Context: an optimization exercise on an open-source flow, tuned for small area and a short achievable clock period. The choices shown serve that exercise and are no tape-out recipe.
Only simulation tests tie the RTL to the original design; equivalence was not proved.
The flow treats the clock pin as an ideal source, which a real chip does not have.
Power and IR drop assume default switching activity.

==> design.v <==
module half_adder(a, b, s, co);
	input a, b;
	output s, co;
	assign s = a ^ b;
	assign co = a & b;
endmodule
module full_adder(a, b, ci, s, co);
	input a, b, ci;
	output s, co;
	assign s = a ^ b ^ ci;
	assign co = (a & b) | ((a ^ b) & ci);
endmodule
module block_sum(x, y, s, c);
	parameter n = 64;
	parameter K = 3;
	localparam NB = (n + K - 1) / K;
	input  [n-1:0] x, y;
	output [n-1:0] s;
	output [NB-1:0] c;
	wire [n:0] cc;      
	genvar i;
	generate
		for (i = 0; i < n; i = i + 1)
		begin : bit_
			if (i % K == 0)
			begin : h
				half_adder ha (.a(x[i]), .b(y[i]), .s(s[i]), .co(cc[i+1]));
			end
			else
			begin : f
				full_adder fa (.a(x[i]), .b(y[i]), .ci(cc[i]), .s(s[i]), .co(cc[i+1]));
			end
			if ((i % K == K - 1) || (i == n - 1))
			begin : out_
				assign c[i / K] = cc[i+1];
			end
		end
	endgenerate
endmodule
module carry_lookahead_adder(s, c, result);
	parameter n = 64;
	parameter K = 3;
	localparam NB = (n + K - 1) / K;
	input  [n-1:0] s;
	input  [NB-1:0] c;
	output [n:0] result;
	wire [NB:0] ci;     
	wire [n-1:0] t;     
	assign ci[0] = 1'b0;
	assign result[n] = ci[NB];
	genvar i, b;
	generate
		for (i = 0; i < n; i = i + 1)
		begin : bit_
			if (i % K == 0)
			begin : first
				assign t[i] = ci[i / K];
			end
			else
			begin : rest
				assign t[i] = t[i-1] & s[i-1];
			end
			assign result[i] = s[i] ^ t[i];
		end
		for (b = 0; b < NB; b = b + 1)
		begin : blk
			localparam LO = b * K;
			localparam HI = (b * K + K - 1 < n - 1) ? b * K + K - 1 : n - 1;
			assign ci[b+1] = c[b] | (&s[HI:LO] & ci[b]);
		end
	endgenerate
endmodule
module adder64 (clk, x, y, result);
    input clk;
    input [63:0] x, y;
    output [64:0] result;
    localparam K = 3;
    localparam NB = (64 + K - 1) / K;
    wire [63:0] s;
    wire [NB-1:0] c;
    reg [63:0] s_r;
    reg [NB-1:0] c_r;
    reg [64:0] result_r;
    wire [64:0] sum;
    block_sum #(64, K) pre (.x(x), .y(y), .s(s), .c(c));
    carry_lookahead_adder #(64, K) add (.s(s_r), .c(c_r), .result(sum));
    always @(posedge clk) begin
        s_r <= s;
        c_r <= c;
        result_r <= sum;
    end
    assign result = result_r;
endmodule
==> flow/run.sh <==
#!/bin/bash
# Standard layout, with the smallest buffer on every port and a lighter
# clock tree. Full tool output goes to standard.log.
export BUFFER_PORTS_ARGS="-buffer_cell sky130_fd_sc_hd__buf_1"
export CTS_ARGS="-sink_clustering_enable -repair_clock_nets -dont_use_dummy_load -buf_list sky130_fd_sc_hd__clkbuf_8 -root_buf sky130_fd_sc_hd__clkbuf_16 -sink_clustering_size 25 -sink_clustering_max_diameter 80"
bash standard.sh > standard.log 2>&1
==> standard.sh <==
#!/bin/bash
# synth_recipe.tcl (not shown) runs the flow's synth.tcl, then flattens the netlist and writes it again
# the make line also repeats each setting of config.mk as NAME=value (left out here)
make -C /OpenROAD-flow-scripts/flow DESIGN_CONFIG=/design/flow/config.mk WORK_HOME=/design/flow/orfs CLKGATE_MAP_FILE= SYNTH_SCRIPT=/design/flow/synth_recipe.tcl "${@:-finish}"
==> config.mk <==
export PLATFORM = sky130hd
export DESIGN_NAME = adder64
export DESIGN_NICKNAME = adder64
export VERILOG_FILES = /design/flow/design.v
export SDC_FILE = /design/flow/constraint.sdc
export NUM_CORES = 4
export LEC_CHECK = 0
export CAP_MARGIN = 20
export CORE_MARGIN = 2
export CORE_UTILIZATION = 60
export SLEW_MARGIN = 20
export SYNTH_HIERARCHICAL = 1
export SYNTH_MINIMUM_KEEP_SIZE = 0
==> constraint.sdc <==
create_clock -name core_clock -period 28.0 [get_ports {clk}]
set_input_delay 5.6000 -clock core_clock [delete_from_list [all_inputs] [get_ports {clk}]]
set_output_delay 5.6000 -clock core_clock [all_outputs]
set_load 0.01 [all_outputs]
==> results of run 1 <==
[state kept, by name, summed over array words and instances (netlist names)]
name,flops
result_r,65
s_r,64
c_r,22
[per-module statistics from Yosys, one instance, submodules excluded, a selection]
module      cells inside  copies in the design  flops+latches
half_adder             1                    22              0
adder64              151                     1            151
full_adder             1                    42              0
[layout by cell type (no fill, tap or decap)]
cell type / count
a211o_1: 1
a211oi_2: 1
a21o_1: 2
a21oi_1: 1
a31o_1: 1
a31oi_1: 1
a41o_1: 11
a41oi_1: 4
buf_1: 193
clkbuf_16: 1
clkbuf_8: 16
dfxtp_1: 151
fa_1: 42
ha_1: 63
inv_1: 5
nand2_1: 1
nand2b_1: 1
nand3_1: 14
nor2_1: 4
nor2b_1: 1
nor3_1: 4
nor3_2: 1
nor4_1: 1
o21ai_0: 2
o21bai_1: 2
o31ai_1: 2
o31ai_2: 1
or2_2: 1
or3_1: 3
or3_4: 1
xor2_1: 20
[cell families after synthesis]
logic type | count (synthesis) | share of synthesized area
adders and majority gates | 105 | 0.298
DFF | 151 | 0.553
AOI/OAI and AO/OA | 29 | 0.0465
and+or+nand+nor | 32 | 0.0318
xor gates and xnor gates | 20 | 0.0321
buffers and inverters | 30 | 0.0378
[metrics by stage]
step           instance area (µm²)   util  instances
6_report                      6380  0.728        660
5_1_grt                       6380  0.728        660
3_3_place_gp                  6130  0.700        643
4_1_cts                       6380  0.728        660
2_1_floorplan                 5460      -        367
3_5_place_dp                  6130  0.700        643
[synth_stat cells, types with 2 or more instances]
cell	number	area (µm²)
nand3_1	14	70.1
a21o_1	2	15.0
o21ai_0	2	10.0
fa_1	42	841
xor2_1	20	175
a41oi_1	4	35.0
or3_1	3	18.8
o31ai_1	2	15.0
buf_4	25	188
nor3_1	4	20.0
o21bai_1	2	15.0
ha_1	63	788
a41o_1	11	110
inv_1	5	18.8
dfxtp_1	151	3020
nor2_1	4	15.0
[final cells by class]
class | instances | area [µm²]
timing repair buffer | 193 | 724
tap | 108 | 135
multi-input combinational | 186 | 2230
clock buffer | 17 | 245
inverter | 5 | 18.8
fill | 669 | 2380
sequential | 151 | 3020
[worst paths after layout]
| check | endpoint | slack [ns] | start | cells past startpoint |
|---|---|---|---|---|
| max | s_r[38] | 21.48 | x[36] | 4 |
| max reg2reg | result_r[62] | 25.20 | c_r[0] | 11 |
| min reg2reg | result_r[2] | 0.33 | s_r[2] | 0 |
| min | result_r[2] | 0.33 | s_r[2] | 0 |
[worst register-to-register path: stages, from the launching register on]
cell and delay (ns):
dfxtp_1 0.31, a41o_1 0.27, a41o_1 0.30, a21o_1 0.24, o31ai_2 0.30, a211oi_2 0.14, nor3_2 0.25, o31ai_1 0.13
a41o_1 0.27, ha_1 0.18, ha_1 0.18, xor2_1 0.15
[report_power, final]
group	internal, mW	leakage [nW]	switching (mW)
clock network	0.0571	0.127	0.0619
logic	0.0327	1.36	0.0448
registers	0.256	1.27	0.0174
total	0.346	2.77	0.124
[per-layer routing]
| metal | vias to the layer above | GRT usage |
|---|---|---|
| met5 | - | 0 |
| met4 | 0 | 0.0727 |
| met3 | 10 | 0.0647 |
| met2 | 127 | 0.337 |
| met1 | 1464 | 0.227 |
| li1 | 1603 | - |
==> results.toml, run 1 <==
[die]
initial_core_util = 0.623
die_h_um = 99.4
die_x_um = 99.4
rows = 34
die_area_mm2 = 0.00988
core-area_mm2 = 0.00876
io_pins = 194

[synth]
syn-mean-instance-area_um2 = 14.9
yosysSeqAreaShare = 0.553
synth_edf_count = 0
yosysUniqueCellTypes = 29
synth_fp_nets = 601
async_flop_share = 0
syn-cell-area_mm2 = 0.00546
ys.warnings.count = 7
ys_ff_latch = 151
synth_cells = 367
synth_top_flop_cell = "dfxtp_1"

[timing]
worst_pin_slew_ns = 0.374
min_period_over_period = 0.233
rsz0062_at_grt = "false"
holdWs_ns = 0.330
max_freq_ghz = 0.153
slew_headroom = 0.748
layout_setup_ws_ns = 21.48
setup_viol = 0
slew_viol_final = 0
fin_tns_setup_ns = 0
hold_viol_final = 0
period_minus_slack_ns = 6.52
clock_skew_ns = 0.0305

[detailed_routing]
wl_met2_um = 4620
drcViolationCount = 0
highest_layer = "met4"
wl_met3_um = 731
drtAntennaViolNets = 0
initialDrtViolationCount = 43
first_pass_iters = 4
wire_per_inst_um = 13.7
post_drt_via_cell_ratio = 4.85
vias = 3204
drt_wl_total_um = 9010
wl_met1_um = 3580

[layout]
final_nets = 788
diodes = 0
drive_gt1_frac = 0.0399
areaGrowthSynthToFinish_pct = 16.8

[critical_path]
cp_max_fo = 1
slowest_delay_ns = 0.46
crit_buf_inv = 1
slowest_stage = "fa_1"
cp-end-kind = "flop"
cp_top_family = "adder cells"
crit_chain = "buf_1, ha_1, fa_1, fa_1"
cp_common_cell = "fa_1"
critPathKind = "input pin to flop"
cp.required_ns = 28.20
crit_path_start_kind = "input pin"
crit_arrival_ns = 6.72

[grt]
antenna_found_initial = 0
grt_pass1_wl_um = 14700
overflow = 0
track_usage = 0.195
grt_pass1_vias = 3371
grt_max_degree = 17

[placement]
dp_hpwl_um = 7430
portBuffers = 193
pre_cts_slack_ns = 21.12
gp_congestion = 0.722

[clock_tree]
clk_latency_ns = 0.36
cts_buffer_depth = 2
cts_made_buffers = 17
cts_root_buf = "clkbuf_16"
clkTransAtPathRegs_ns = 0.06
cts_tree = "built"
cts.sinks = 151
post_cts_buffers = 0
cts_resized = 0
cts_hold_buf = 0
htreeDepth = 4

[power_and_ir_drop]
total_power_uw = 470
p_leak_nw = 2.77
p_per_area_mw_per_mm2 = 73.7
irDropWorstVdd_mv = 0.0327

[flow_run]
cap_violations = 0

[run_status]
status = "complete, no violations"

[worst_hold_path]
hp-class = "flop to flop"
==> run 2: changes to the inputs <==
--- a/design.v
+++ b/design.v
@@ -38,4 +38,11 @@
 	endgenerate
 endmodule
+module carry_cell(p, g, ci, co);
+	parameter W = 3;
+	input [W-1:0] p;
+	input g, ci;
+	output co;
+	assign co = g | (&p & ci);
+endmodule
 module carry_lookahead_adder(s, c, result);
 	parameter n = 64;
@@ -67,5 +74,5 @@
 			localparam LO = b * K;
 			localparam HI = (b * K + K - 1 < n - 1) ? b * K + K - 1 : n - 1;
-			assign ci[b+1] = c[b] | (&s[HI:LO] & ci[b]);
+			carry_cell #(HI - LO + 1) cc (.p(s[HI:LO]), .g(c[b]), .ci(ci[b]), .co(ci[b+1]));
 		end
 	endgenerate
==> flow/run.sh (replaced) <==
#!/bin/bash
# Standard layout, with the smallest buffer on every port and a lighter
# clock tree. Full tool output goes to standard.log.
export BUFFER_PORTS_ARGS="-buffer_cell sky130_fd_sc_hd__buf_1"
export CTS_ARGS="-sink_clustering_enable -repair_clock_nets -dont_use_dummy_load -buf_list sky130_fd_sc_hd__clkbuf_8 -root_buf sky130_fd_sc_hd__clkbuf_8"
bash standard.sh > standard.log 2>&1
==> run 2 against run 1 <==
Sequential power about the same. Largest cell class unchanged. Highest routed layer unchanged. Count of clock-buffer cells in the layout unchanged. Final area down 3.8%. Flip-flop and latch count unchanged. First-iteration DRC count down 16%. Synthesized area down 4.1%. Die area down 3.9%. Maximum frequency up 0.52%. Non-clock buffer count unchanged.
==> results.toml, run 2 <==
[synth]
syn-cell-area_mm2 = 0.00524
synth_common_cells = "dfxtp_1, ha_1, fa_1"
ys_ff_latch = 151
synth_top_area_frac = 0.577
yosysTopAreaCell = "dfxtp_1"
synth_fp_nets = 558
syn-mean-instance-area_um2 = 16.1
async_flop_share = 0
yosysSeqAreaShare = 0.577
synth_area_leaders = "dfxtp_1, fa_1, ha_1"
synth_cells = 325
yosysUniqueCellTypes = 8
ys.warnings.count = 7
synth_edf_count = 0
yosysMostFrequentCell = "dfxtp_1"
synth_top_flop_cell = "dfxtp_1"

[clock_tree]
cts_hold_buf = 0
cts_buffer_depth = 2
cts_tree = "built"
clkTransAtPathRegs_ns = 0.07
clk_latency_ns = 0.41
cts_made_buffers = 17
cts_root_buf = "clkbuf_8"
cts_resized = 0
cts.sinks = 151
post_cts_buffers = 0
htreeDepth = 4

[detailed_routing]
drtAntennaViolNets = 0
vias = 2913
drt_wl_total_um = 8070
post_drt_via_cell_ratio = 4.72
first_pass_iters = 4
initialDrtViolationCount = 36
drcViolationCount = 0
wire_per_inst_um = 13.1

[grt]
grtUsageMet2 = 0.312
track_usage = 0.185
overflow = 0
antenna_found_initial = 0
grt_use_met3 = 0.0813
grt_pass1_vias = 3171
use_met1 = 0.206
grt_pass1_wl_um = 13600
grt_max_degree = 17
grt.busiest_layer = "met2"

[power_and_ir_drop]
p_leak_nw = 2.74
irDropWorstVdd_mv = 0.0333
p_per_area_mw_per_mm2 = 74.7

[layout]
multi_input_area_mm2 = 0.00202
diodes = 0
reg_top3 = "result_r x65, s_r x64, c_r x22"
layout_commonest_cell = "buf_1"
top_register = "result_r"
mostFrequentLayoutCells = "buf_1, dfxtp_1, ha_1, fa_1"
fill_cells = 654
largest_reg_flops = 65
final_nets = 744
regArea_mm2 = 0.00302
areaGrowthSynthToFinish_pct = 17.1
drive_gt1_frac = 0.0334

[timing]
period_minus_slack_ns = 6.49
max_freq_ghz = 0.154
slew_viol_final = 0
hold_viol_final = 0
min_period_over_period = 0.232
setup_viol = 0
rsz0062_at_grt = "false"
holdWs_ns = 0.354
fin_tns_setup_ns = 0
clock_skew_ns = 0.0241

[die]
die_area_mm2 = 0.00950
initial_core_util = 0.610
die_h_um = 97.5
io_pins = 194
core-area_mm2 = 0.00859
die_x_um = 97.5
rows = 34

[critical_path]
cp-end-kind = "primary output"
rr_startpoint = "c_r[0]"
crit_path_start_kind = "flop"
cp.depth = 1
crit_arrival_ns = 0.89
cp_top_family = "flip-flops"
slowest_stage = "dfxtp_1"
slowest_delay_ns = 0.31
r2r_cells = 23
critPathKind = "flop to primary output"
crit_buf_inv = 1
startpoint = "result_r[33]"
cp.required_ns = 22.40
crit_chain = "buf_1"
cp_max_fo = 1

[worst_hold_path]
min_from = "s_r[2]"
hp-class = "flop to flop"
holdPathStages = 0

[flow_run]
cap_violations = 0

[placement]
gp_congestion = 0.737
portBuffers = 193
dp_hpwl_um = 6810

[run_status]
status = "complete, no violations"
## run 2: through the flow
stage	total power, mW	worst slack (ns)	instance area, µm²	instances	utilization
final	0.458	21.51	6140	617	0.714
after global routing	0.486	21.43	6140	617	0.714
after CTS	0.465	21.46	6140	617	0.714
after detailed placement	0.350	21.15	5900	600	0.687
after global placement	0.348	21.16	5900	600	0.687
after floorplan	0.315	21.25	5240	325	-
## run 2: path summary, 6_finish.rpt
path,end,slack [ns]
worst min register to register,result_r[2],0.35
worst max-delay path,result[33],21.51
worst max register to register,result_r[62],22.00
worst min-delay path,result_r[2],0.35
## run 2: logic make-up after synthesis
logic type / count (synthesis) / synth area share
flip-flops: 151 / 0.577
buffers and inverters: 26 / 0.0372
other: 1 / 0.000716
adder cells (fa/ha/maj): 104 / 0.309
AO/OA/AOI/OAI: 22 / 0.0415
XOR/XNOR: 21 / 0.0351
## run 2: modules after synthesis (local to each module, per instance), a selection
module      cell area (µm²)  copies in the design  cells inside
adder64                3020                     1           151
full_adder             20.0                    42             1
half_adder             12.5                    22             1
## run 2: cell type report
class | instances | area share
clock buffer | 17 | 0.0381
tap | 108 | 0.0220
multi-input combinational | 148 | 0.329
sequential | 151 | 0.492
timing repair buffer | 193 | 0.118
## run 2: report_power, final
group	switching, mW	internal, mW	total (mW)	leakage, nW
registers	0.0148	0.256	0.271	1.27
logic	0.0424	0.0309	0.0733	1.34
clock network	0.0611	0.0535	0.115	0.122
total	0.118	0.340	0.458	2.74
## run 2: metal layers
| metal | share of wire | vias to the layer above |
|---|---|---|
| met5 | 0 | - |
| li1 | - | 1446 |
| met3 | 0.10 | 11 |
| met1 | 0.40 | 1327 |
| met2 | 0.49 | 129 |
| met4 | 0.0097 | 0 |
==> run 3: changes to the inputs <==
--- a/config.mk
+++ b/config.mk
@@ -8,5 +8,6 @@
 export CAP_MARGIN = 20
 export CORE_MARGIN = 2
-export CORE_UTILIZATION = 60
+export CORE_UTILIZATION = 75
+export PLACE_DENSITY = 0.8
 export SLEW_MARGIN = 20
 export SYNTH_HIERARCHICAL = 1
==> run 3 against run 2 <==
Still clean. Setup slack got worse by 0.051 ns. Total power is 1.8% higher. Utilization grew 19 points. Non-clock buffer count is the same. Clock skew grew 0.0062 ns. Synthesized area stayed put. Clock power about the same. Maximum frequency down 0.78%. Die area shrank 19%. Via count grew 7.3%. Register-to-register slack worse by 0.17 ns. Critical path type unchanged. Critical endpoint is now result[31].
==> results.toml, run 3 <==
[timing]
fin_tns_setup_ns = 0
slew_viol_final = 0
layout_setup_ws_ns = 21.46
clock_skew_ns = 0.0302
setup_viol = 0
max_freq_ghz = 0.153
hold_viol_final = 0
period_minus_slack_ns = 6.54
min_period_over_period = 0.234
rsz0062_at_grt = "false"

[critical_path]
crit_chain = "buf_1"
slowest_stage = "dfxtp_1"
critPathKind = "flop to primary output"
cp.required_ns = 22.40
crit_arrival_ns = 0.94
slowest_delay_ns = 0.34
reg2reg_slack_ns = 21.83
crit_path_start_kind = "flop"
cp_top_family = "flip-flops"
crit_buf_inv = 1
rr_startpoint = "c_r[0]"
cp-end-kind = "primary output"
r2r_cells = 23
rr_endpoint = "result_r[62]"
cp_max_fo = 1

[power_and_ir_drop]
total_power_uw = 467
irDropWorstVdd_mv = 0.0488
p_leak_nw = 2.74
p_per_area_mw_per_mm2 = 76.2

[detailed_routing]
wire_per_inst_um = 16.9
post_drt_via_cell_ratio = 5.17
first_pass_iters = 4
drcViolationCount = 0
initialDrtViolationCount = 74
drt_wl_total_um = 10200
vias = 3126
drtAntennaViolNets = 0

[layout]
mostFrequentLayoutCells = "buf_1, dfxtp_1, ha_1, fa_1"
diodes = 0
drive_gt1_frac = 0.0334
top_register = "result_r"
reg_top3 = "result_r x65, s_r x64, c_r x22"
final_nets = 744
layout_commonest_cell = "buf_1"
largest_reg_flops = 65
finalCoreUtilization = 0.901
areaGrowthSynthToFinish_pct = 16.9
fin_cells = 605

[grt]
antenna_found_initial = 0
grt_max_degree = 17
overflow = 0
grt_pass1_wl_um = 15600
track_usage = 0.282
grt_pass1_vias = 3412

[die]
die_area_mm2 = 0.00767
initial_core_util = 0.771
rows = 30
die_h_um = 87.6
die_x_um = 87.6
io_pins = 194
core-area_mm2 = 0.00679

[worst_hold_path]
hp-class = "flop to flop"
holdPathStages = 0
min_to = "result_r[2]"
min_from = "s_r[2]"

[synth]
synth_top_area_frac = 0.577
ys.warnings.count = 7
synth_area_leaders = "dfxtp_1, fa_1, ha_1"
synth_top_flop_cell = "dfxtp_1"
yosysSeqAreaShare = 0.577
synth_common_cells = "dfxtp_1, ha_1, fa_1"
ys_ff_latch = 151
syn-mean-instance-area_um2 = 16.1
yosysMostFrequentCell = "dfxtp_1"
yosysTopAreaCell = "dfxtp_1"
yosysUniqueCellTypes = 8
async_flop_share = 0
syn-cell-area_mm2 = 0.00524
synth_fp_nets = 558
synth_cells = 325
synth_edf_count = 0

[run_status]
status = "complete, no violations"

[placement]
placed_cells = 588
pre_cts_slack_ns = 21.13
dp_hpwl_um = 7740
gp_congestion = 0.786
portBuffers = 193

[clock_tree]
cts_made_buffers = 17
cts_hold_buf = 0
htreeDepth = 4
cts.sinks = 151
cts_root_buf = "clkbuf_8"
clkTransAtPathRegs_ns = 0.08
cts_buffer_depth = 2
post_cts_buffers = 0
clk_latency_ns = 0.43
cts_resized = 0
cts_tree = "built"

[flow_run]
cap_violations = 0
## run 3: cell counts in the layout (fill, tap and decap cells not counted)
No cell type changed its count.
## run 3: final cells by class
cell class | instances | area (µm²)
clock buffers | 17 | 234
well taps | 96 | 120
multi-input cells | 148 | 2020
fillers | 286 | 671
repair buffers | 193 | 724
flip-flops and latches | 151 | 3020
## run 3: cell families after synthesis
| group | share of synthesized area |
|---|---|
| DFF | 0.577 |
| adders and majority gates | 0.309 |
| buffers and inverters | 0.0372 |
| AOI/OAI and AO/OA | 0.0415 |
| xor gates and xnor gates | 0.0351 |
| other | 0.000716 |
## run 3: how the worst max path moves through the flow
stage               slack [ns]         end    startpoint  cells after the start
floorplan                21.25      c_r[0]          x[0]                      4
global placement         21.17     s_r[35]         x[33]                      4
detailed placement       21.13     s_r[14]         x[12]                      4
CTS                      21.45  result[23]  result_r[23]                      1
global route             21.44  result[31]  result_r[31]                      1
finish                   21.46  result[31]  result_r[31]                      1
## run 3: through the flow
step,hold WS (ns),instance area (µm²)
2_1_floorplan,0.423,5240
3_3_place_gp,0.335,5890
3_5_place_dp,0.338,5890
4_1_cts,0.354,6120
5_1_grt,0.366,6120
6_report,0.353,6120
## run 3: per-layer routing
| layer | global-route usage | part of all wire | vias up |
|---|---|---|---|
| met5 | 0 | 0 | - |
| met4 | 0.157 | 0.037 | 0 |
| met3 | 0.0905 | 0.075 | 39 |
| met2 | 0.520 | 0.54 | 160 |
| met1 | 0.277 | 0.35 | 1477 |
| li1 | - | - | 1450 |
## run 3: power by group
| group | leakage, nW | internal (mW) | switching (mW) |
|---|---|---|---|
| Combinational | 1.34 | 0.0319 | 0.0462 |
| Clock | 0.122 | 0.0535 | 0.0624 |
| Sequential | 1.27 | 0.256 | 0.0169 |
| Total | 2.74 | 0.341 | 0.125 |
## run 3: Yosys stat by module, one instance, submodules excluded, a selection
| module | cells | times used | area [µm²] | flip-flops and latches |
|---|---|---|---|---|
| full_adder | 1 | 42 | 20.0 | 0 |
| half_adder | 1 | 22 | 12.5 | 0 |
| adder64 | 151 | 1 | 3020 | 151 |
==> run 4: changes to the inputs <==
--- a/flow/run.sh
+++ b/flow/run.sh
@@ -4,3 +4,4 @@
 export BUFFER_PORTS_ARGS="-buffer_cell sky130_fd_sc_hd__buf_1"
 export CTS_ARGS="-sink_clustering_enable -repair_clock_nets -dont_use_dummy_load -buf_list sky130_fd_sc_hd__clkbuf_8 -root_buf sky130_fd_sc_hd__clkbuf_8"
+export SETUP_SLACK_MARGIN=21.65
 bash standard.sh > standard.log 2>&1
--- a/config.mk
+++ b/config.mk
@@ -8,6 +8,5 @@
 export CAP_MARGIN = 20
 export CORE_MARGIN = 2
-export CORE_UTILIZATION = 75
-export PLACE_DENSITY = 0.8
+export CORE_UTILIZATION = 60
 export SLEW_MARGIN = 20
 export SYNTH_HIERARCHICAL = 1
==> run 4 against run 3 <==
Still clean on timing, DRC and antenna. Final area increased by 15%. Routed wire length is 8.4% lower. Worst hold slack worse by 0.0072 ns. Global-route usage fell by 8.0 points. Flip-flop and latch count unchanged. Critical path depth is the same. Final cell count grew 2.0%. Non-clock buffer count is the same. Synthesized cell count stayed put. Maximum frequency is 1.0% higher. Sequential power hardly changed. Sequential share of layout area down 5.8 points. Critical endpoint is now result[52]. Highest routed layer unchanged.
==> results.toml, run 4 <==
[synth]
yosysTopAreaCell = "dfxtp_1"
synthSimpleGateAreaFrac = 0
synth_edf_count = 0
synth_top_family_by_area = "adder cells"
yosysMostFrequentCell = "dfxtp_1"
synth_area_leaders = "dfxtp_1, fa_1, ha_1"
yosysUniqueCellTypes = 8
synth_cells = 325
synth_common_cells = "dfxtp_1, ha_1, fa_1"
synth-xor-area-share = 0.0351
synth_top_area_frac = 0.577
ys.warnings.count = 7
synth_compound_area_frac = 0.0415
yosysSeqAreaShare = 0.577
syn-cell-area_mm2 = 0.00524
synth_fp_nets = 558
syn-mean-instance-area_um2 = 16.1
ys_ff_latch = 151
synth_mux_area_frac = 0
synth_top_flop_cell = "dfxtp_1"
synth_adder_area_share = 0.309
async_flop_share = 0

[layout]
drive_gt1_frac = 0.407
multi_input_area_mm2 = 0.00239
reg_top3 = "result_r x65, s_r x64, c_r x22"
fill_cells = 466
mostFrequentLayoutCells = "dfxtp_1, buf_1, buf_6, fa_2, ha_1"
final_nets = 744
areaGrowthSynthToFinish_pct = 34.0
largest_reg_flops = 65
regArea_mm2 = 0.00306
diodes = 0
layout_commonest_cell = "dfxtp_1"
top_register = "result_r"

[clock_tree]
cts_tree = "built"
clkTransAtPathRegs_ns = 0.07
htreeDepth = 4
cts_hold_buf = 0
cts_made_buffers = 17
cts.sinks = 151
cts_buffer_depth = 2
clk_latency_ns = 0.42
cts_root_buf = "clkbuf_8"

[power_and_ir_drop]
p_leak_nw = 3.08
total_power_uw = 492
irDropWorstVdd_mv = 0.0385
p_per_area_mw_per_mm2 = 70.0

[die]
rows = 34
initial_core_util = 0.610
io_pins = 194
die_x_um = 97.5
die_h_um = 97.5
core-area_mm2 = 0.00859
die_area_mm2 = 0.00950

[detailed_routing]
wire_per_inst_um = 15.2
drt_wl_total_um = 9360
drcViolationCount = 0
drtAntennaViolNets = 0
vias = 3041
post_drt_via_cell_ratio = 4.93
initialDrtViolationCount = 26
first_pass_iters = 4

[timing]
max_freq_ghz = 0.154
setup_viol = 0
rsz0062_at_grt = "true"
hold_viol_final = 0
min_period_over_period = 0.231
clock_skew_ns = 0.0262
period_minus_slack_ns = 6.47
fin_tns_setup_ns = 0
slew_viol_final = 0
holdWs_ns = 0.346

[flow_run]
cap_violations = 0

[grt]
grt.busiest_layer = "met2"
use_met1 = 0.213
grt_use_met3 = 0.0813
grtUsageMet2 = 0.352
grt_max_degree = 17
grt_pass1_vias = 3294
track_usage = 0.202
antenna_found_initial = 0
grt_pass1_wl_um = 14600
overflow = 0

[critical_path]
critPathKind = "flop to primary output"
slowest_delay_ns = 0.35
crit_chain = "buf_6"
crit_arrival_ns = 0.87
rr_endpoint = "result_r[62]"
crit_buf_inv = 1
reg2reg_slack_ns = 21.95
cp_top_family = "flip-flops"
crit_path_start_kind = "flop"
r2r_cells = 23
cp.required_ns = 22.40
slowest_stage = "dfxtp_2"
cp_max_fo = 1
cp-end-kind = "primary output"
rr_startpoint = "c_r[0]"

[worst_hold_path]
min_to = "result_r[0]"
min_from = "s_r[0]"
holdPathStages = 0
hp-class = "flop to flop"

[placement]
dp_hpwl_um = 7080
gp_congestion = 0.729
portBuffers = 193

[run_status]
status = "complete, no violations"
## run 4: changes by cell type in the layout (fill, tap and decap cells not counted)
cell      change
dfxtp_2      +30
buf_1        -97
fa_1         -42
buf_6        +57
buf_2        +38
dfxtp_1      -30
ha_4         +21
fa_2         +42
ha_1         -21
clkbuf_2      +2
## run 4: cells by family after synthesis
| group | count (synthesis) |
|---|---|
| DFF | 151 |
| other | 1 |
| buffers and inverters | 26 |
| xor gates and xnor gates | 21 |
| AOI/OAI and AO/OA | 22 |
| adders and majority gates | 104 |
## run 4: worst register-to-register path, cell delays in order (launching register included)
cell and delay (ns):
dfxtp_1 0.30, a41o_1 0.22, a41o_1 0.25, a41o_1 0.25
a41o_1 0.26, a41o_1 0.25, a41o_1 0.26, a41o_1 0.27
a41o_1 0.27, a41o_1 0.25, a41o_1 0.25, a41o_1 0.25
a41o_1 0.25, a41o_1 0.26, a41o_1 0.26, a41o_1 0.27
a41o_1 0.26, a41o_1 0.26, a41o_1 0.25, a41o_1 0.26
a41o_1 0.27, ha_1 0.19, ha_1 0.19, xor2_1 0.15
## run 4: routing by layer
metal / up-vias / part of all wire
li1: 1445 / -
met1: 1452 / 0.35
met2: 123 / 0.54
met3: 21 / 0.077
met4: 0 / 0.028
met5: - / 0
## run 4: layout make-up
cell class                 instances  share of cell area
clock buffer                      17              0.0333
sequential                       151               0.436
tap                              108              0.0192
multi-input combinational        148               0.340
timing repair buffer             193               0.171
## run 4: repair_timing
action	CTS	global route
pin swaps	37	22
endpoints found under the setup margin	79	79
cloned	0	0
setup buffers	0	0
resized for setup	128	62
## run 4: worst max path at each step
stage	from	cells after the start	slack (ns)	to
finish	result_r[52]	1	21.53	result[52]
global route	result_r[52]	1	21.48	result[52]
detailed placement	x[0]	4	21.15	s_r[2]
floorplan	x[21]	3	21.33	s_r[23]
CTS	result_r[52]	1	21.50	result[52]
global placement	x[24]	4	21.20	s_r[26]
## run 4: Yosys stat by module, one instance, submodules excluded, excerpt
| module | flops+latches | cells inside | area (µm²) | times used |
|---|---|---|---|---|
| adder64 | 151 | 151 | 3020 | 1 |
| full_adder | 0 | 1 | 20.0 | 42 |
| half_adder | 0 | 1 | 12.5 | 22 |
## run 4: metrics by stage
stage | setup WS (ns) | instance area (µm²) | utilization | cells
3_3_place_gp | 21.20 | 6270 | 0.730 | 600
4_1_cts | 21.50 | 6830 | 0.795 | 617
5_1_grt | 21.48 | 7020 | 0.817 | 617
3_5_place_dp | 21.15 | 6270 | 0.730 | 600
6_report | 21.53 | 7020 | 0.817 | 617
2_1_floorplan | 21.33 | 5670 | - | 325
## run 4: report_power, final
| part | total (mW) | internal [mW] | switching [mW] |
|---|---|---|---|
| combinational | 0.0998 | 0.0550 | 0.0449 |
| sequential | 0.276 | 0.258 | 0.0177 |
| clock | 0.116 | 0.0535 | 0.0623 |
| total | 0.492 | 0.367 | 0.125 |
==> run 5: changes to the inputs <==
==> flow/run.sh (replaced) <==
#!/bin/bash
# Standard layout, with the smallest buffer on every port and a lighter
# clock tree. Full tool output goes to standard.log.
export BUFFER_PORTS_ARGS="-buffer_cell sky130_fd_sc_hd__buf_1"
export CTS_ARGS="-sink_clustering_enable -repair_clock_nets -dont_use_dummy_load -buf_list sky130_fd_sc_hd__clkbuf_8 -root_buf sky130_fd_sc_hd__clkbuf_4"
bash standard.sh > standard.log 2>&1
==> run 5 against run 4 <==
Via count decreased by 4.3%. Sequential share of layout area increased by 5.7 points. Flip-flop and latch count unchanged. Setup slack got worse by 0.14 ns. Final cell count unchanged. Routed wire length decreased by 14%. Register-to-register slack improved by 0.04 ns. Sequential power decreased by 2%. Combinational power decreased by 27%. Utilization decreased by 10 points. Global-route usage decreased by 1.7 points. Count of clock-buffer cells in the layout unchanged. Critical path type unchanged. Critical endpoint is now result[33].
==> results.toml, run 5 <==
[timing]
max_freq_ghz = 0.151
fin_tns_setup_ns = 0
period_minus_slack_ns = 6.61
min_period_over_period = 0.236
slew_viol_final = 0
rsz0062_at_grt = "false"
clock_skew_ns = 0.0258
layout_setup_ws_ns = 21.39
hold_viol_final = 0
setup_viol = 0

[detailed_routing]
drtAntennaViolNets = 0
post_drt_via_cell_ratio = 4.72
drt_wl_total_um = 8070
drcViolationCount = 0
first_pass_iters = 5
initialDrtViolationCount = 40
vias = 2910
wire_per_inst_um = 13.1

[critical_path]
cp_max_fo = 1
crit_arrival_ns = 1.01
slowest_delay_ns = 0.31
critPathKind = "flop to primary output"
cp.required_ns = 22.40
slowest_stage = "dfxtp_1"
crit_path_start_kind = "flop"
cp-end-kind = "primary output"
crit_buf_inv = 1
crit_chain = "buf_1"
cp_top_family = "flip-flops"

[flow_run]
cap_violations = 0

[synth]
synth_adder_area_share = 0.309
synth_cells = 325
synth_top_area_frac = 0.577
synth_fp_nets = 558
yosysSeqAreaShare = 0.577
yosysMostFrequentCell = "dfxtp_1"
yosysUniqueCellTypes = 8
async_flop_share = 0
synth_area_leaders = "dfxtp_1, fa_1, ha_1"
yosysTopAreaCell = "dfxtp_1"
synth_common_cells = "dfxtp_1, ha_1, fa_1"
synthSimpleGateAreaFrac = 0
synth_edf_count = 0
synth-xor-area-share = 0.0351
synth_compound_area_frac = 0.0415
synth_mux_area_frac = 0
syn-cell-area_mm2 = 0.00524
synth_top_flop_cell = "dfxtp_1"
synth_top_family_by_area = "adder cells"
ys_ff_latch = 151
syn-mean-instance-area_um2 = 16.1
ys.warnings.count = 7

[placement]
portBuffers = 193
gp_congestion = 0.737
dp_hpwl_um = 6810
pre_cts_slack_ns = 21.15
placed_cells = 600
place_area_mm2 = 0.00590

[power_and_ir_drop]
p_leak_nw = 2.73
total_power_uw = 456
p_per_area_mw_per_mm2 = 74.4
irDropWorstVdd_mv = 0.0314

[die]
io_pins = 194
die_x_um = 97.5
die_area_mm2 = 0.00950
initial_core_util = 0.610
core-area_mm2 = 0.00859
rows = 34
die_h_um = 97.5

[clock_tree]
clk_latency_ns = 0.54
cts_resized = 0
clkTransAtPathRegs_ns = 0.07
cts_tree = "built"
cts_buffer_depth = 2
post_cts_buffers = 0
cts_hold_buf = 0
cts.sinks = 151
cts_root_buf = "clkbuf_4"
cts_made_buffers = 17
htreeDepth = 4

[grt]
grt.busiest_layer = "met2"
use_met1 = 0.206
antenna_found_initial = 0
grt_pass1_wl_um = 13600
grtUsageMet2 = 0.312
grt_pass1_vias = 3168
grt_use_met3 = 0.0813
grt_max_degree = 17
overflow = 0
track_usage = 0.185

[layout]
fin_area_mm2 = 0.00613
reg_top3 = "result_r x65, s_r x64, c_r x22"
largest_reg_flops = 65
areaGrowthSynthToFinish_pct = 17.0
layout_commonest_cell = "buf_1"
fin_cells = 617
regArea_mm2 = 0.00302
fill_cells = 655
top_register = "result_r"
multi_input_area_mm2 = 0.00202
diodes = 0
drive_gt1_frac = 0.0334
mostFrequentLayoutCells = "buf_1, dfxtp_1, ha_1, fa_1"
final_nets = 744

[worst_hold_path]
hp-class = "flop to flop"

[run_status]
status = "complete, no violations"
## run 5: cell counts after synthesis
No cell type changed its count.
## run 5: metal layers
metal  part of all wire  vias up
met5                  0        -
li1                   -     1446
met4              0.011        0
met1               0.40     1325
met3               0.10       10
met2               0.49      129
## run 5: power by group
part           internal [mW]  total, mW  switching [mW]
Combinational         0.0309     0.0732          0.0423
Clock                 0.0514      0.112          0.0610
Sequential             0.256      0.271          0.0148
Total                  0.338      0.456           0.118
## run 5: stage by stage
stage / utilization / hold slack [ns]
floorplan: - / 0.423
global placement: 0.687 / 0.336
detailed placement: 0.687 / 0.343
CTS: 0.714 / 0.357
global route: 0.714 / 0.361
finish: 0.714 / 0.354
## run 5: cell families (layout without fill, tap and decap cells)
family	Yosys count	count (layout)
flip-flops	151	151
adder cells (fa/ha/maj)	104	104
buffers and inverters	26	210
AO/OA/AOI/OAI	22	22
XOR/XNOR	21	21
other	1	1
## run 5: path summary, 6_finish.rpt
path | start | slack (ns) | cells past startpoint | to
max | result_r[33] | 21.39 | 1 | result[33]
min reg2reg | s_r[2] | 0.35 | 0 | result_r[2]
max reg2reg | c_r[0] | 21.99 | 23 | result_r[62]
min | s_r[2] | 0.35 | 0 | result_r[2]
## run 5: cell type report
| cell class | count | share of cell area |
|---|---|---|
| clock buffers | 17 | 0.0371 |
| repair buffers | 193 | 0.118 |
| flip-flops and latches | 151 | 0.493 |
| multi-input cells | 148 | 0.330 |
| well taps | 108 | 0.0220 |
## run 5: per-module statistics from Yosys (local to each module, per instance), a selection
module,cells,flip-flops and latches,cell area [µm²],times used
half_adder,1,0,12.5,22
adder64,151,151,3020,1
full_adder,1,0,20.0,42
==> run 6: changes to the inputs <==
==> flow/run.sh (replaced) <==
#!/bin/bash
# Standard layout, with the smallest buffer on every port and a lighter
# clock tree. Full tool output goes to standard.log.
export BUFFER_PORTS_ARGS="-buffer_cell sky130_fd_sc_hd__buf_1"
export CTS_ARGS="-repair_clock_nets -dont_use_dummy_load -buf_list sky130_fd_sc_hd__clkbuf_4 -root_buf sky130_fd_sc_hd__clkbuf_8"
bash standard.sh > standard.log 2>&1
==> run 6 against run 5 <==
Non-clock buffer count stayed put. Via count hardly changed. Worst hold slack better by 0.0045 ns. Still clean. Count of clock-buffer cells in the layout unchanged. Register-to-register slack hardly changed. Routed wire length increased by 0.32%. Largest power group unchanged. Sequential share of layout area grew 0.77 points. Utilization shrank 1.1 points. First-iteration DRC count down 30%. Highest routed layer unchanged. Final area fell by 1.5%. Critical endpoint is now result[48].
==> results.toml, run 6 <==
[run_status]
status = "complete, no violations"

[layout]
mostFrequentLayoutCells = "buf_1, dfxtp_1, ha_1, fa_1"
regArea_mm2 = 0.00302
drive_gt1_frac = 0.0334
reg_top3 = "result_r x65, s_r x64, c_r x22"
layout_commonest_cell = "buf_1"
final_nets = 744
multi_input_area_mm2 = 0.00202
top_register = "result_r"
largest_reg_flops = 65
diodes = 0
fill_cells = 667
areaGrowthSynthToFinish_pct = 15.2

[clock_tree]
post_cts_buffers = 0
cts_hold_buf = 0
cts_made_buffers = 17
cts.sinks = 151
cts_resized = 0
htreeDepth = 4
cts_root_buf = "clkbuf_8"
clkTransAtPathRegs_ns = 0.12
cts_buffer_depth = 2
cts_tree = "built"
clk_latency_ns = 0.41

[power_and_ir_drop]
p_per_area_mw_per_mm2 = 71.5
p_leak_nw = 2.69
total_power_uw = 431
total_switching_power_uw = 115
p_int_uw = 316
p_seq_frac = 0.626
irDropWorstVdd_mv = 0.0368
switching_share = 0.267
p_comb_frac = 0.170
pwr-share-clk = 0.204

[synth]
synth_common_cells = "dfxtp_1, ha_1, fa_1"
ys.warnings.count = 7
ys_ff_latch = 151
syn-mean-instance-area_um2 = 16.1
yosysTopAreaCell = "dfxtp_1"
yosysSeqAreaShare = 0.577
yosysUniqueCellTypes = 8
async_flop_share = 0
synth_area_leaders = "dfxtp_1, fa_1, ha_1"
synth_top_area_frac = 0.577
synth_top_flop_cell = "dfxtp_1"
synth_cells = 325
synth_fp_nets = 558
synth_edf_count = 0
yosysMostFrequentCell = "dfxtp_1"
syn-cell-area_mm2 = 0.00524

[die]
die_x_um = 97.5
initial_core_util = 0.610
io_pins = 194
die_h_um = 97.5
core-area_mm2 = 0.00859
die_area_mm2 = 0.00950
rows = 34

[detailed_routing]
vias = 2909
initialDrtViolationCount = 28
drt_wl_total_um = 8100
drcViolationCount = 0
wire_per_inst_um = 13.1
post_drt_via_cell_ratio = 4.71
first_pass_iters = 4
drtAntennaViolNets = 0

[critical_path]
cp_max_fo = 1
cp_top_family = "flip-flops"
critPathCapture = "result[48]"
crit_buf_inv = 1
cp.depth = 1
reg2reg_slack_ns = 21.98
r2r_cells = 23
crit_chain = "buf_1"
crit_path_start_kind = "flop"
cp.required_ns = 22.40
slowest_stage = "dfxtp_1"
rr_endpoint = "result_r[62]"
cp-end-kind = "primary output"
crit_arrival_ns = 0.90
critPathKind = "flop to primary output"
slowest_delay_ns = 0.34
startpoint = "result_r[48]"
rr_startpoint = "c_r[0]"

[placement]
portBuffers = 193
gp_congestion = 0.737
dp_hpwl_um = 6810

[timing]
slew_viol_final = 0
max_freq_ghz = 0.154
min_period_over_period = 0.232
holdWs_ns = 0.359
clock_skew_ns = 0.0400
setup_viol = 0
hold_viol_final = 0
fin_tns_setup_ns = 0
period_minus_slack_ns = 6.50
rsz0062_at_grt = "false"

[flow_run]
cap_violations = 0

[grt]
grt_max_degree = 17
overflow = 0
antenna_found_initial = 0
track_usage = 0.185
grt_pass1_wl_um = 13600
grt_pass1_vias = 3181

[worst_hold_path]
hp-class = "flop to flop"
min_from = "s_r[2]"
-- run 6: kinds of logic (layout without fill, tap and decap cells) --
logic type      Yosys count  count (layout)  synth area share
xor+xnor                 21              21            0.0351
other cells               1               1          0.000716
fa+ha+maj               104             104             0.309
compound gates           22              22            0.0415
flops                   151             151             0.577
buf+inv                  26             210            0.0372
-- run 6: power groups by stage --
stage / clock (mW) / sequential (mW) / combinational, mW
3_3_place_gp: 0 / 0.275 / 0.0726
4_1_cts: 0.0917 / 0.271 / 0.0756
3_5_place_dp: 0 / 0.276 / 0.0747
2_1_floorplan: 0 / 0.286 / 0.0286
5_1_grt: 0.0991 / 0.275 / 0.0845
6_report: 0.0879 / 0.270 / 0.0733
-- run 6: cell type report --
cell class                 count  share of cell area
timing repair buffer         193               0.120
sequential                   151               0.501
multi-input combinational    148               0.335
tap                          108              0.0224
clock buffer                  17              0.0222
-- run 6: through the flow --
step	utilization	std cells	cell area, µm²	worst slack [ns]
after floorplan	-	325	5240	21.25
after global placement	0.687	600	5900	21.16
after detailed placement	0.687	600	5900	21.15
after CTS	0.703	617	6040	21.45
after global routing	0.703	617	6040	21.41
final	0.703	617	6040	21.50
-- run 6: worst min path at each step --
stage	slack, ns	end	cells after the start
2_1_floorplan	0.42	result_r[1]	1
3_3_place_gp	0.34	result_r[2]	0
3_5_place_dp	0.34	result_r[2]	0
4_1_cts	0.36	result_r[2]	0
5_1_grt	0.37	result_r[0]	0
6_report	0.36	result_r[2]	0
-- run 6: metal layers --
layer | share of wire | wire length [µm] | global-route usage
met4 | 0.0096 | 78 | 0.0684
met3 | 0.11 | 867 | 0.0856
met2 | 0.48 | 3890 | 0.311
met5 | 0 | 0 | 0
met1 | 0.40 | 3270 | 0.207
-- run 6: modules after synthesis (local to each module, per instance), excerpt --
module      copies in the design  cell area, µm²  cells inside  flops+latches
adder64                        1            3020           151            151
full_adder                    42            20.0             1              0
half_adder                    22            12.5             1              0
==> run 7: changes to the inputs <==
==> flow/run.sh (replaced) <==
#!/bin/bash
# Standard layout, with the smallest buffer on every port and a lighter
# clock tree. Full tool output goes to standard.log.
export BUFFER_PORTS_ARGS="-buffer_cell sky130_fd_sc_hd__buf_1"
export CTS_ARGS="-sink_clustering_enable -repair_clock_nets -dont_use_dummy_load -buf_list sky130_fd_sc_hd__clkbuf_4 -root_buf sky130_fd_sc_hd__clkbuf_8 -sink_buffer_max_cap_derate 0.6"
bash standard.sh > standard.log 2>&1
==> run 7 against run 6 <==
Final cell count did not move. Clock power about the same. Final area is the same. First-iteration DRC count stayed put. Utilization did not move. Routed wire length unchanged. Clock skew did not move. Die area did not move. Via count stayed put.
==> results.toml, run 7 <==
[synth]
yosysTopAreaCell = "dfxtp_1"
yosysUniqueCellTypes = 8
synth_mux_area_frac = 0
synth_adder_area_share = 0.309
ys_ff_latch = 151
synth_compound_area_frac = 0.0415
synth_top_area_frac = 0.577
synthSimpleGateAreaFrac = 0
synth_fp_nets = 558
synth-xor-area-share = 0.0351
syn-mean-instance-area_um2 = 16.1
synth_top_flop_cell = "dfxtp_1"
synth_area_leaders = "dfxtp_1, fa_1, ha_1"
synth_cells = 325
ys.warnings.count = 7
synth_edf_count = 0
yosysMostFrequentCell = "dfxtp_1"
yosysSeqAreaShare = 0.577
async_flop_share = 0
synth_common_cells = "dfxtp_1, ha_1, fa_1"
syn-cell-area_mm2 = 0.00524
synth_top_family_by_area = "adder cells"

[clock_tree]
cts_root_buf = "clkbuf_8"
clk_latency_ns = 0.41
cts.sinks = 151
cts_resized = 0
cts_hold_buf = 0
cts_tree = "built"
cts_made_buffers = 17
clkTransAtPathRegs_ns = 0.12
cts_buffer_depth = 2
htreeDepth = 4
post_cts_buffers = 0

[placement]
portBuffers = 193
dp_hpwl_um = 6810
gp_congestion = 0.737
placed_cells = 600
place_area_mm2 = 0.00590

[timing]
period_minus_slack_ns = 6.50
min_period_over_period = 0.232
max_freq_ghz = 0.154
rsz0062_at_grt = "false"
hold_viol_final = 0
fin_tns_setup_ns = 0
setup_viol = 0
clock_skew_ns = 0.0400
slew_viol_final = 0

[grt]
overflow = 0
track_usage = 0.185
antenna_found_initial = 0
grt_pass1_vias = 3181
grt_pass1_wl_um = 13600
grt_max_degree = 17

[critical_path]
slowest_delay_ns = 0.34
crit_path_start_kind = "flop"
cp_top_family = "flip-flops"
slowest_stage = "dfxtp_1"
r2r_cells = 23
rr_endpoint = "result_r[62]"
reg2reg_slack_ns = 21.98
crit_arrival_ns = 0.90
crit_chain = "buf_1"
cp.required_ns = 22.40
cp_max_fo = 1
cp-end-kind = "primary output"
critPathKind = "flop to primary output"
startpoint = "result_r[48]"
rr_startpoint = "c_r[0]"
crit_buf_inv = 1

[layout]
fin_area_mm2 = 0.00604
layout_commonest_cell = "buf_1"
top_register = "result_r"
largest_reg_flops = 65
drive_gt1_frac = 0.0334
fill_cells = 667
final_nets = 744
diodes = 0
fin_cells = 617
multi_input_area_mm2 = 0.00202
areaGrowthSynthToFinish_pct = 15.2
reg_top3 = "result_r x65, s_r x64, c_r x22"
regArea_mm2 = 0.00302
mostFrequentLayoutCells = "buf_1, dfxtp_1, ha_1, fa_1"

[die]
die_area_mm2 = 0.00950
initial_core_util = 0.610
die_h_um = 97.5
core-area_mm2 = 0.00859
io_pins = 194
rows = 34
die_x_um = 97.5

[worst_hold_path]
min_from = "s_r[2]"
min_to = "result_r[2]"
holdPathStages = 0
hp-class = "flop to flop"

[detailed_routing]
first_pass_iters = 4
wire_per_inst_um = 13.1
initialDrtViolationCount = 28
post_drt_via_cell_ratio = 4.71
drt_wl_total_um = 8100
vias = 2909
drtAntennaViolNets = 0
drcViolationCount = 0

[power_and_ir_drop]
p_per_area_mw_per_mm2 = 71.5
total_power_uw = 431
p_leak_nw = 2.69
irDropWorstVdd_mv = 0.0368

[run_status]
status = "complete, no violations"

[flow_run]
cap_violations = 0
run 7: cell counts after synthesis:
No cell type changed its count.
run 7: worst max path at each step:
| stage | end | cells after the start | slack, ns |
|---|---|---|---|
| after floorplan | c_r[0] | 4 | 21.25 |
| after global placement | s_r[35] | 4 | 21.16 |
| after detailed placement | s_r[44] | 4 | 21.15 |
| after CTS | result[48] | 1 | 21.45 |
| after global routing | result[48] | 1 | 21.41 |
| final | result[48] | 1 | 21.50 |
run 7: per-layer routing:
metal	track usage	wire length (µm)	vias up
met2	0.311	3890	126
met3	0.0856	867	9
li1	-	-	1451
met4	0.0684	78	0
met5	0	0	-
met1	0.207	3270	1323
run 7: area by class of cell:
class	count	share of cell area
Clock buffer	17	0.0222
Multi-Input combinational cell	148	0.335
Sequential cell	151	0.501
Timing Repair Buffer	193	0.120
Tap cell	108	0.0224
run 7: Yosys stat by module, one instance, submodules excluded, excerpt:
module	copies in the design	cells inside	flip-flops and latches
half_adder	22	1	0
full_adder	42	1	0
adder64	1	151	151
run 7: where the power goes:
group	internal (mW)	switching, mW
Combinational	0.0309	0.0424
Clock	0.0299	0.0580
Sequential	0.255	0.0148
Total	0.316	0.115
run 7: per-stage QoR:
step                 util  hold slack, ns  setup slack, ns
finish              0.703           0.359            21.50
global route        0.703           0.367            21.41
CTS                 0.703           0.362            21.45
detailed placement  0.687           0.343            21.15
global placement    0.687           0.336            21.16
floorplan               -           0.423            21.25
run 7: cell families (layout without fill, tap and decap cells):
family / count (synthesis) / count (layout)
fa+ha+maj: 104 / 104
xor+xnor: 21 / 21
compound gates: 22 / 22
buf+inv: 26 / 210
other cells: 1 / 1
flops: 151 / 151
==> run 8: changes to the inputs <==
==> flow/run.sh (replaced) <==
#!/bin/bash
# Standard layout, with the smallest buffer on every port and a lighter
# clock tree. Full tool output goes to standard.log.
export BUFFER_PORTS_ARGS="-buffer_cell sky130_fd_sc_hd__buf_1"
export CTS_ARGS="-sink_clustering_enable -repair_clock_nets -dont_use_dummy_load -buf_list sky130_fd_sc_hd__clkbuf_8 -root_buf sky130_fd_sc_hd__clkbuf_16"
bash standard.sh > standard.log 2>&1
==> run 8 against run 7 <==
Register-to-register slack is essentially flat. Flip-flop and latch count is the same. Maximum frequency shrank 0.29%. Combinational power is essentially flat. Die area is the same. Highest routed layer unchanged. Critical path type is now input pin to flop. Synthesized area is the same. Sequential share of layout area shrank 0.91 points. Clock skew shrank 0.015 ns.
==> results.toml, run 8 <==
[run_status]
status = "complete, no violations"

[detailed_routing]
initialDrtViolationCount = 29
drcViolationCount = 0
post_drt_via_cell_ratio = 4.71
drt_wl_total_um = 8060
vias = 2905
drtAntennaViolNets = 0
first_pass_iters = 4
wire_per_inst_um = 13.1

[grt]
grt_max_degree = 17
grt_pass1_vias = 3169
overflow = 0
grt_pass1_wl_um = 13600
track_usage = 0.185
antenna_found_initial = 0

[power_and_ir_drop]
irDropWorstVdd_mv = 0.0327
p_leak_nw = 2.74
p_comb_frac = 0.158
pwr-share-clk = 0.256
p_per_area_mw_per_mm2 = 75.1
total_switching_power_uw = 118
p_int_uw = 344
p_seq_frac = 0.586
switching_share = 0.255

[timing]
fin_tns_setup_ns = 0
rsz0062_at_grt = "false"
period_minus_slack_ns = 6.52
hold_viol_final = 0
max_freq_ghz = 0.153
clock_skew_ns = 0.0247
slew_viol_final = 0
setup_viol = 0
min_period_over_period = 0.233

[critical_path]
cp_common_cell = "fa_1"
cp.required_ns = 28.20
reg2reg_slack_ns = 21.99
critPathKind = "input pin to flop"
slowest_stage = "fa_1"
cp-end-kind = "flop"
startpoint = "x[33]"
cp_max_fo = 1
r2r_cells = 23
crit_path_start_kind = "input pin"
crit_chain = "buf_1, ha_1, fa_1, fa_1"
slowest_delay_ns = 0.46
rr_endpoint = "result_r[62]"
rr_startpoint = "c_r[0]"
crit_arrival_ns = 6.72

[synth]
yosysTopAreaCell = "dfxtp_1"
synth_top_flop_cell = "dfxtp_1"
synth_edf_count = 0
ys_ff_latch = 151
syn-mean-instance-area_um2 = 16.1
synth_top_area_frac = 0.577
async_flop_share = 0
yosysUniqueCellTypes = 8
synth_common_cells = "dfxtp_1, ha_1, fa_1"
synth_cells = 325
ys.warnings.count = 7
synth_area_leaders = "dfxtp_1, fa_1, ha_1"
syn-cell-area_mm2 = 0.00524
yosysSeqAreaShare = 0.577
synth_fp_nets = 558
yosysMostFrequentCell = "dfxtp_1"

[clock_tree]
cts_resized = 0
cts_made_buffers = 17
post_cts_buffers = 0
htreeDepth = 4
cts_hold_buf = 0
clkTransAtPathRegs_ns = 0.07
cts_tree = "built"
cts_buffer_depth = 2
clk_latency_ns = 0.35
cts.sinks = 151
cts_root_buf = "clkbuf_16"

[layout]
final_nets = 744
largest_reg_flops = 65
layout_commonest_cell = "buf_1"
drive_gt1_frac = 0.0334
top_register = "result_r"
reg_top3 = "result_r x65, s_r x64, c_r x22"
mostFrequentLayoutCells = "buf_1, dfxtp_1, ha_1, fa_1"
areaGrowthSynthToFinish_pct = 17.4
diodes = 0
finalCoreUtilization = 0.716

[die]
die_x_um = 97.5
die_h_um = 97.5
core-area_mm2 = 0.00859
initial_core_util = 0.610
rows = 34
die_area_mm2 = 0.00950
io_pins = 194

[placement]
portBuffers = 193
dp_hpwl_um = 6810
gp_congestion = 0.737

[worst_hold_path]
hp-class = "flop to flop"
holdPathStages = 0
min_from = "s_r[2]"
min_to = "result_r[2]"

[flow_run]
cap_violations = 0
run 8: cell types whose count changed in the layout (fill, tap and decap cells not counted):
cell and change:
clkbuf_16 +1, clkbuf_8 +15, clkbuf_4 -16
run 8: power groups by stage:
stage | combinational (mW) | clock [mW] | sequential (mW)
after global placement | 0.0726 | 0 | 0.275
after CTS | 0.0756 | 0.123 | 0.271
final | 0.0732 | 0.118 | 0.271
after global routing | 0.0845 | 0.130 | 0.275
after floorplan | 0.0286 | 0 | 0.286
after detailed placement | 0.0747 | 0 | 0.276
run 8: per-module statistics from Yosys (local to each module, per instance), excerpt:
module	copies in the design	flops+latches	cells inside
full_adder	42	0	1
half_adder	22	0	1
adder64	1	151	151
run 8: cell type report:
type                    count  area (µm²)
well taps                 108         135
flip-flops and latches    151        3020
multi-input cells         148        2020
fillers                   654        2440
clock buffers              17         245
repair buffers            193         724
run 8: how the worst max path moves through the flow:
stage,endpoint,slack (ns),cells after the start
final,s_r[35],21.48,4
after global routing,s_r[11],21.47,4
after CTS,s_r[35],21.51,4
after detailed placement,s_r[44],21.15,4
after global placement,s_r[35],21.16,4
after floorplan,c_r[0],21.25,4
run 8: cell families (layout without fill, tap and decap cells):
| kind of cell | after synthesis | count (layout) | share of synthesized area |
|---|---|---|---|
| AOI/OAI and AO/OA | 22 | 22 | 0.0415 |
| xor gates and xnor gates | 21 | 21 | 0.0351 |
| adders and majority gates | 104 | 104 | 0.309 |
| buffers and inverters | 26 | 210 | 0.0372 |
| DFF | 151 | 151 | 0.577 |
| other | 1 | 1 | 0.000716 |
run 8: metal layers:
metal	routed length (µm)	vias to the layer above	global-route usage
met4	82	0	0.0780
met2	3950	125	0.312
met1	3230	1324	0.206
li1	-	1446	-
met3	796	10	0.0770
met5	0	-	0
run 8: per-stage QoR:
stage                     cells  instance area [µm²]  setup WS, ns  total power, mW  hold slack (ns)
final                       617                 6150         21.48            0.462            0.354
after global routing        617                 6150         21.47            0.489            0.361
after CTS                   617                 6150         21.51            0.469            0.356
after detailed placement    600                 5900         21.15            0.350            0.343
after global placement      600                 5900         21.16            0.348            0.336
after floorplan             325                 5240         21.25            0.315            0.423
run 8: critical path: cells and delay by family:
kind                       cells  cell delay (ns)
adders and majority gates      3             1.04
buffers and inverters          1             0.08
==> run 9: changes to the inputs <==
==> flow/run.sh (replaced) <==
#!/bin/bash
# Standard layout, with the smallest buffer on every port and a lighter
# clock tree (clkbuf_4 leaves, widened where they drive many flip-flops).
# Full tool output goes to standard.log.
export BUFFER_PORTS_ARGS="-buffer_cell sky130_fd_sc_hd__buf_1"
export CTS_ARGS="-sink_clustering_enable -repair_clock_nets -dont_use_dummy_load -buf_list sky130_fd_sc_hd__clkbuf_4 -root_buf sky130_fd_sc_hd__clkbuf_8"
export POST_CTS_TCL="$(pwd)/flow/post_cts.tcl"
bash standard.sh > standard.log 2>&1
==> flow/post_cts.tcl (new file) <==
# After CTS: a leaf clock buffer that drives many flip-flops is widened to
# clkbuf_8, to keep the slew at the flip-flop clock pins low.
set n_up 0
foreach inst [get_cells clkbuf_*] {
  set out [get_pins -of_objects $inst -filter "direction==output"]
  set fo [llength [get_pins -of_objects [get_nets -of_objects $out] -filter "direction==input"]]
  set cell [get_property [get_lib_cells -of_objects $inst] name]
  if { $cell == "sky130_fd_sc_hd__clkbuf_4" && $fo >= 11 } {
    replace_cell $inst sky130_fd_sc_hd__clkbuf_8
    incr n_up
  }
}
puts "post_cts: widened $n_up leaf clock buffers"
detailed_placement
check_placement -verbose
estimate_parasitics -placement
==> run 9 against run 8 <==
Still clean. Final cell count unchanged. Routed wire length about the same. Sequential power about the same. Combinational power about the same. Total power down 5.2%. Critical endpoint is now result[26]. Largest power group unchanged.
==> results.toml, run 9 <==
[layout]
layout_commonest_cell = "buf_1"
fill_cells = 661
regArea_mm2 = 0.00302
areaGrowthSynthToFinish_pct = 15.7
fin_area_mm2 = 0.00606
diodes = 0
drive_gt1_frac = 0.0334
reg_top3 = "result_r x65, s_r x64, c_r x22"
multi_input_area_mm2 = 0.00202
largest_reg_flops = 65
top_register = "result_r"
mostFrequentLayoutCells = "buf_1, dfxtp_1, ha_1, fa_1"
final_nets = 744

[critical_path]
cp_max_fo = 1
slowest_delay_ns = 0.34
slowest_stage = "dfxtp_1"
crit_arrival_ns = 0.89
crit_chain = "buf_1"
cp_top_family = "flip-flops"
cp.required_ns = 22.40
crit_buf_inv = 1
crit_path_start_kind = "flop"
critPathKind = "flop to primary output"
cp-end-kind = "primary output"

[synth]
synth_cells = 325
ys.warnings.count = 7
synth_common_cells = "dfxtp_1, ha_1, fa_1"
synth_fp_nets = 558
yosysTopAreaCell = "dfxtp_1"
synth_top_area_frac = 0.577
yosysSeqAreaShare = 0.577
yosysMostFrequentCell = "dfxtp_1"
yosysUniqueCellTypes = 8
async_flop_share = 0
syn-cell-area_mm2 = 0.00524
ys_ff_latch = 151
synth_top_flop_cell = "dfxtp_1"
synth_edf_count = 0
syn-mean-instance-area_um2 = 16.1
synth_area_leaders = "dfxtp_1, fa_1, ha_1"

[placement]
portBuffers = 193
gp_congestion = 0.737
dp_hpwl_um = 6810
pre_cts_slack_ns = 21.15
place_area_mm2 = 0.00590

[timing]
fin_tns_setup_ns = 0
max_freq_ghz = 0.154
clock_skew_ns = 0.0284
slew_viol_final = 0
setup_viol = 0
min_period_over_period = 0.232
period_minus_slack_ns = 6.49
layout_setup_ws_ns = 21.51
rsz0062_at_grt = "false"
hold_viol_final = 0

[worst_hold_path]
hp-class = "flop to flop"

[grt]
grt_pass1_vias = 3180
overflow = 0
grt_max_degree = 17
antenna_found_initial = 0
track_usage = 0.185
grt_pass1_wl_um = 13600

[clock_tree]
cts.sinks = 151
clk_latency_ns = 0.40
cts_tree = "built"
clkTransAtPathRegs_ns = 0.10

[die]
die_area_mm2 = 0.00950
die_h_um = 97.5
initial_core_util = 0.610
die_x_um = 97.5
io_pins = 194
core-area_mm2 = 0.00859
rows = 34

[power_and_ir_drop]
total_power_uw = 438
p_leak_nw = 2.71
p_per_area_mw_per_mm2 = 72.2
irDropWorstVdd_mv = 0.0384

[flow_run]
cap_violations = 0

[detailed_routing]
vias = 2905
drcViolationCount = 0
initialDrtViolationCount = 30
drt_wl_total_um = 8070
drtAntennaViolNets = 0
wire_per_inst_um = 13.1
first_pass_iters = 4
post_drt_via_cell_ratio = 4.71

[run_status]
status = "complete, no violations"
## run 9: cell count changes in the layout (fill, tap and decap cells not counted)
cell       change
clkbuf_16      -1
clkbuf_4      +12
clkbuf_8      -11
## run 9: worst paths after layout
kind / startpoint / slack, ns / end / depth (start not counted)
min reg2reg: s_r[2] / 0.35 / result_r[2] / 0
max: result_r[26] / 21.51 / result[26] / 1
max reg2reg: c_r[0] / 21.99 / result_r[62] / 23
min: s_r[2] / 0.35 / result_r[2] / 0
## run 9: cell families after synthesis
logic type | Yosys count | share of synthesized area
flip-flops | 151 | 0.577
buffers and inverters | 26 | 0.0372
XOR/XNOR | 21 | 0.0351
AO/OA/AOI/OAI | 22 | 0.0415
other | 1 | 0.000716
adder cells (fa/ha/maj) | 104 | 0.309
## run 9: layout make-up
cell class | instances | area share
multi-input combinational | 148 | 0.333
timing repair buffer | 193 | 0.119
tap | 108 | 0.0223
sequential | 151 | 0.499
clock buffer | 17 | 0.0262
## run 9: report_power, final
group / internal [mW] / switching, mW / total [mW] / leakage [nW]
clock network: 0.0359 / 0.0583 / 0.0941 / 0.0912
logic: 0.0309 / 0.0424 / 0.0733 / 1.34
registers: 0.255 / 0.0148 / 0.270 / 1.27
## run 9: Yosys stat by module (local to each module, per instance), a selection
module / times used / flops+latches
half_adder: 22 / 0
adder64: 1 / 151
full_adder: 42 / 0
## run 9: through the flow
step,instances,utilization,hold WS (ns)
5_1_grt,617,0.706,0.361
3_3_place_gp,600,0.687,0.336
6_report,617,0.706,0.354
3_5_place_dp,600,0.687,0.343
2_1_floorplan,325,-,0.423
## run 9: routing by layer
metal | vias up | global-route usage | wire length [µm] | part of all wire
li1 | 1448 | - | - | -
met4 | 0 | 0.0652 | 57 | 0.0071
met5 | - | 0 | 0 | 0
met1 | 1327 | 0.207 | 3260 | 0.40
met2 | 124 | 0.311 | 3930 | 0.49
met3 | 6 | 0.0878 | 818 | 0.10

## re-timing with driven ports
Ports are ideal in the flow. The routed layouts listed here were re-timed in OpenROAD.
Step 1, drivers: a clkbuf_16 drives clk and a buf_2 each remaining input, both assumed.
Step 2 times the ports against the registers' clock, not the clock port: input delays grow and output delays shrink by t, the midpoint of the rising clock arrivals with the driver on.
Slacks: ideal ports / drivers / drivers and shift; pairs: ideal ports / drivers.
run | t, ns | setup WS [ns] | hold WS [ns] | worst setup path after step 2 | slew at the worst register clock pin (ns)
run 1 | 0.379 | 21.477 / 21.489 / 21.110 | 0.330 / 0.330 / 0.330 | input to register | 0.08 / 0.08
run 2 | 0.433 | 21.511 / 21.480 / 21.123 | 0.354 / 0.354 / 0.354 | input to register | 0.08 / 0.08
run 3 | 0.443 | 21.460 / 21.431 / 21.111 | 0.353 / 0.353 / 0.353 | input to register | 0.09 / 0.09
run 4 | 0.443 | 21.527 / 21.494 / 21.161 | 0.346 / 0.346 / 0.346 | input to register | 0.08 / 0.08
run 5 | 0.558 | 21.385 / 21.355 / 21.122 | 0.354 / 0.354 / 0.354 | input to register | 0.08 / 0.08
run 6 | 0.420 | 21.500 / 21.469 / 21.122 | 0.359 / 0.359 / 0.359 | input to register | 0.12 / 0.12
run 7 | 0.420 | 21.500 / 21.469 / 21.122 | 0.359 / 0.359 / 0.359 | input to register | 0.12 / 0.12
run 8 | 0.377 | 21.482 / 21.498 / 21.121 | 0.354 / 0.354 / 0.354 | input to register | 0.08 / 0.08
run 9 | 0.414 | 21.508 / 21.477 / 21.134 | 0.354 / 0.354 / 0.354 | input to register | 0.10 / 0.10
After both steps setup and hold are still met in every run listed. The setup slack of run 2, which loses most, moves by -0.031 ns with the drivers and by -0.388 ns with both steps.
